Source: an optimization exercise on an open RTL-to-GDS flow (aim: small area, a short achievable clock period and few clock cycles per item). Production flows keep margins and buffers that such runs may drop.
The RTL was checked by simulation tests, not by an equivalence proof against the original design.

== P ==
==> flow/design.v (excerpt) <==
module SCPU(
    clk,
    rst_n,
    in_valid,
    instruction,
    MEM_out,
    busy,
    out_valid,
    out0,
    out1,
    out2,
    out3,
    out4,
    out5,
    out6,
    out7,
    out8,
    out9,
    out10,
    out11,
    out12,
    out13,
    out14,
    out15,
    WEN,
    ADDR,
    MEM_in
);
input clk, rst_n, in_valid;
input [18:0] instruction;
output busy;
output reg out_valid;
output signed [15:0] out0, out1, out2, out3, out4, out5, out6, out7,
                     out8, out9, out10, out11, out12, out13, out14, out15;
input signed [15:0] MEM_out;
output reg WEN;
output signed [15:0] MEM_in;    
output reg [12:0] ADDR;         
localparam OP_R    = 3'b000;
localparam OP_MULT = 3'b001;
localparam OP_BEQ  = 3'b010;
localparam OP_ADDI = 3'b011;
localparam OP_SUBI = 3'b100;
localparam OP_SW   = 3'b101;
localparam OP_LW   = 3'b110;
localparam OP_SLT  = 3'b111;
reg [255:0] RF;
assign out0  = RF[ 0*16 +: 16]; assign out1  = RF[ 1*16 +: 16];
assign out2  = RF[ 2*16 +: 16]; assign out3  = RF[ 3*16 +: 16];
assign out4  = RF[ 4*16 +: 16]; assign out5  = RF[ 5*16 +: 16];
assign out6  = RF[ 6*16 +: 16]; assign out7  = RF[ 7*16 +: 16];
assign out8  = RF[ 8*16 +: 16]; assign out9  = RF[ 9*16 +: 16];
assign out10 = RF[10*16 +: 16]; assign out11 = RF[11*16 +: 16];
assign out12 = RF[12*16 +: 16]; assign out13 = RF[13*16 +: 16];
assign out14 = RF[14*16 +: 16]; assign out15 = RF[15*16 +: 16];
function wr_l;
    input [2:0] op;
    wr_l = (op != OP_SW);
endfunction
function [3:0] dst_l;
    input [18:0] w;
    case (w[18:16])
        OP_R:                     dst_l = w[7:4];
        OP_MULT, OP_BEQ, OP_SLT:  dst_l = w[3:0];
        default:                  dst_l = w[11:8];
    endcase
endfunction
function wr_d;
    input [2:0] op;
    wr_d = (op == OP_MULT) || (op == OP_BEQ) || (op == OP_SLT);
endfunction
function uses_rt;
    input [2:0] op;
    uses_rt = (op == OP_R) || (op == OP_MULT) || (op == OP_BEQ) ||
              (op == OP_SLT) || (op == OP_SW);
endfunction
function is_mem;
    input [2:0] op;
    is_mem = (op == OP_SW) || (op == OP_LW);
endfunction
function is_slow;
    input [2:0] op;
    is_slow = (op == OP_MULT) || (op == OP_LW);
  ...
clock: 7.5 ns
lec_check: 0
cap_margin: 40
core_margin: 2
core_utilization: 55
cts_cluster_diameter: 80
cts_cluster_size: 24
setup_slack_margin: 4.3
slew_margin: 40
standard.sh (not shown) runs the stock make flow with config.mk's settings and CLKGATE_MAP_FILE= SYNTH_SCRIPT=/design/flow/synth_recipe.tcl, a recipe that flattens the netlist after the stock synthesis.
==> flow/flow/run.sh <==
#!/bin/bash
# Standard ORFS layout (the standard.sh), with the port buffers taken from
# the plain buffer family (buf_1) so that the resizer may size them freely.
set -euo pipefail
bash standard.sh "BUFFER_PORTS_ARGS=-buffer_cell sky130_fd_sc_hd__buf_1" finish > orfs_make.log 2>&1
Testbench counts of P, summed over its fixed seeds: cycles 17,116, instructions 16,000.
For Q, these inputs were changed with respect to P:
diff --git a/flow/design.v b/flow/design.v
--- a/flow/design.v
+++ b/flow/design.v
@@ -137,50 +137,52 @@
 wire [15:0] ex_vl;
 wire        ex_c;
 wire [15:0] ex_vd = {15'd0, ex_c};
 wire [31:0] prod = ks_add(wb_s, wb_c, 1'b0);
 wire [15:0] wb_ld = wb_load ? MEM_out : wb_res;       
 wire [15:0] wb_vl = wb_mult ? prod[15:0] : wb_ld;
 wire [15:0] wb_vd = wb_mult ? prod[31:16] : {15'd0, ~wb_res[0]};
 wire s_exl_rs = h_rs[3];
-wire s_exd_rs = h_rs[2];
-wire s_wbl_rs = h_rs[1];
-wire s_wbd_rs = h_rs[0];
+wire s_exd_rs = !h_rs[3] && h_rs[2];
+wire s_wbl_rs = !h_rs[3] && !h_rs[2] && h_rs[1];
+wire s_wbd_rs = !h_rs[3] && !h_rs[2] && !h_rs[1] && h_rs[0];
+wire s_rf_rs  = !(|h_rs);
 wire s_exl_rt = h_rt[3];
-wire s_exd_rt = h_rt[2];
-wire s_wbl_rt = h_rt[1];
-wire s_wbd_rt = h_rt[0];
+wire s_exd_rt = !h_rt[3] && h_rt[2];
+wire s_wbl_rt = !h_rt[3] && !h_rt[2] && h_rt[1];
+wire s_wbd_rt = !h_rt[3] && !h_rt[2] && !h_rt[1] && h_rt[0];
+wire s_rf_rt  = !(|h_rt);
 function [15:0] rf_rd;
     input [255:0] rf;
     input [15:0] oh;
     integer k;
     begin
         rf_rd = 16'd0;
         for (k = 0; k < 16; k = k + 1)
             rf_rd = rf_rd | (rf[k*16 +: 16] & {16{oh[k]}});
     end
 endfunction
 wire [15:0] rf_rs = rf_rd(RF, rs_oh);
 wire [15:0] rf_rt = rf_rd(RF, rt_oh);
-wire [15:0] slow_rs = rf_rs |
+wire [15:0] slow_rs = ({16{s_rf_rs}}  & rf_rs) |
                       ({16{s_wbl_rs & !wb_mult}} & wb_ld) |
                       {15'd0, s_wbd_rs & !wb_mult & ~wb_res[0]};
-wire [15:0] slow_rt = rf_rt |
+wire [15:0] slow_rt = ({16{s_rf_rt}}  & rf_rt) |
                       ({16{s_wbl_rt & !wb_mult}} & wb_ld) |
                       {15'd0, s_wbd_rt & !wb_mult & ~wb_res[0]};
 wire [15:0] val_rs = slow_rs |
                      ({16{s_exl_rs}} & ex_vl) | ({16{s_exd_rs}} & ex_vd) |
                      ({16{s_wbl_rs & wb_mult}} & prod[15:0]) |
                      ({16{s_wbd_rs & wb_mult}} & prod[31:16]);
 wire [15:0] val_rt = slow_rt |
                      ({16{s_exl_rt}} & ex_vl) | ({16{s_exd_rt}} & ex_vd) |
                      ({16{s_wbl_rt & wb_mult}} & prod[15:0]) |
                      ({16{s_wbd_rt & wb_mult}} & prod[31:16]);
-wire [15:0] adr_rs = rf_rs |
+wire [15:0] adr_rs = ({16{s_rf_rs}}  & rf_rs) |
                      ({16{s_wbl_rs}} & wb_res) |
                      {15'd0, s_wbd_rs & ~wb_res[0]};
 wire [31:0] adr_sum = ks_add({19'd0, adr_rs[12:0]}, {24'd0, ir_imm}, 1'b0);
 wire go = ir_v && !stall;
 wire [2:0] in_op = instruction[18:16];
 wire [3:0] in_rs = instruction[15:12];
 wire [3:0] in_rt = instruction[11:8];
 wire [3:0] hn_rs = {ir_wl && ir_dl == in_rs, ir_wd && ir_dd == in_rs,
@@ -192,22 +194,16 @@
 wire ir_slow = ir_v && is_slow(ir_op);
 wire haz_new = ((|hn_rs[3:2]) && (ir_slow || is_mem(in_op))) ||
                ((|hn_rt[3:2]) && ((ir_slow && uses_rt(in_op)) || is_mult(in_op))) ||
                ((|hn_rs[1:0]) && (ex_mult || ex_load) && is_mem(in_op)) ||
                ((|hn_rt[1:0]) && ex_mult && is_mult(in_op));
 wire haz_hold = ((|h_rs[3:2]) && (ex_mult || ex_load) && is_mem(ir_op)) ||
                 ((|h_rt[3:2]) && ex_mult && is_mult(ir_op));
 wire stall_next = stall ? haz_hold : (accept && haz_new);
-function [3:0] first_hit;
-    input [3:0] h;
-    first_hit = h[3] ? 4'b1000 : h[2] ? 4'b0100 : h[1] ? 4'b0010 : {3'b000, h[0]};
-endfunction
-wire [3:0] h_rs_n = stall ? hh_rs : first_hit(hn_rs);
-wire [3:0] h_rt_n = stall ? hh_rt : first_hit(hn_rt);
 wire [15:0] Bx  = B ^ {16{ex_sub}};
 wire [31:0] sum32 = ks_add({16'd0, A}, {16'd0, Bx}, ex_sub);
 wire [15:0] sum = sum32[15:0];
 wire        eq  = (A == B);
 wire        lt  = (A[15] ^ B[15]) ? A[15] : sum[15];
 assign      ex_c = ex_slt ? lt : eq;
 assign ex_vl = ({16{ex_and}}   & (A & B)) |
                ({16{ex_or}}    & (A | B)) |
@@ -497,20 +493,20 @@
         wb_wl     <= ex_wl;
         wb_wd     <= ex_wd;
         out_valid <= wb_v;
         WEN       <= !(go && ir_op == OP_SW);
     end
 end
 always @(posedge clk) begin
     if (!stall) ir <= instruction;
-    rs_oh <= onehot(stall ? ir_rs : in_rs) & {16{~|h_rs_n}};
-    rt_oh <= onehot(stall ? ir_rt : in_rt) & {16{~|h_rt_n}};
-    h_rs  <= h_rs_n;
-    h_rt  <= h_rt_n;
+    rs_oh <= onehot(stall ? ir_rs : in_rs);
+    rt_oh <= onehot(stall ? ir_rt : in_rt);
+    h_rs  <= stall ? hh_rs : hn_rs;
+    h_rt  <= stall ? hh_rt : hn_rt;
     ex_dl    <= ir_dl;
     ex_dd    <= ir_dd;
     ex_mult  <= ir_op == OP_MULT;
     ex_load  <= ir_op == OP_LW;
     ex_sub   <= ir_op == OP_SUBI || ir_op == OP_BEQ || ir_op == OP_SLT ||
                 (ir_op == OP_R && ir_func == 4'd4);
     ex_and   <= ir_op == OP_R && ir_func == 4'd0;
     ex_or    <= ir_op == OP_R && ir_func == 4'd1;
==> notes.md <==
Logic depth of the worst path, buffers included, P and Q: larger value in P. Q vs. P: number of non-clock buffers in the layout saw a decrease, post-placement worst setup slack fell by 0.13 ns. Going from P to Q, total global-route track usage has increased; design area has remained practically unchanged; worst path setup slack after routing has decreased; proportion of cell area occupied by registers has remained practically unchanged. Q ended with less area added between synthesis and finish than P. Changes observed in Q relative to P: number of fill cells in the layout lost 226, H-tree depth has decreased.
Testbench counts of Q, summed over its fixed seeds: cycles 17,116, instructions 16,000.

separate check: timing with driven ports:
No port has a modelled driver above. Below, the same layouts with a new extraction and two added sets of constraints. Step 1: set_driving_cell puts a clkbuf_16 on clk and a buf_2 on each other input, an assumption about the parent block. Step 2 adds t to the input delays and takes it off the output delays; t is the mean of the earliest and latest rising clock arrival at the registers after step 1. Input paths then give back, and output paths get back, about the clock's delay inside the block. Three values: ideal, step 1, step 2; two values: the first two.
run | t, ns | setup slack, ns | cell pins on the clock port's net
P | 0.660 | 4.319 / 4.319 / 3.898 | 1
Q | 0.705 | 4.198 / 4.198 / 3.863 | 1
After both steps every run listed still meets setup and hold. For P, which loses most, drivers alone change the setup slack by 0.000 ns; drivers and shift together by -0.421 ns.
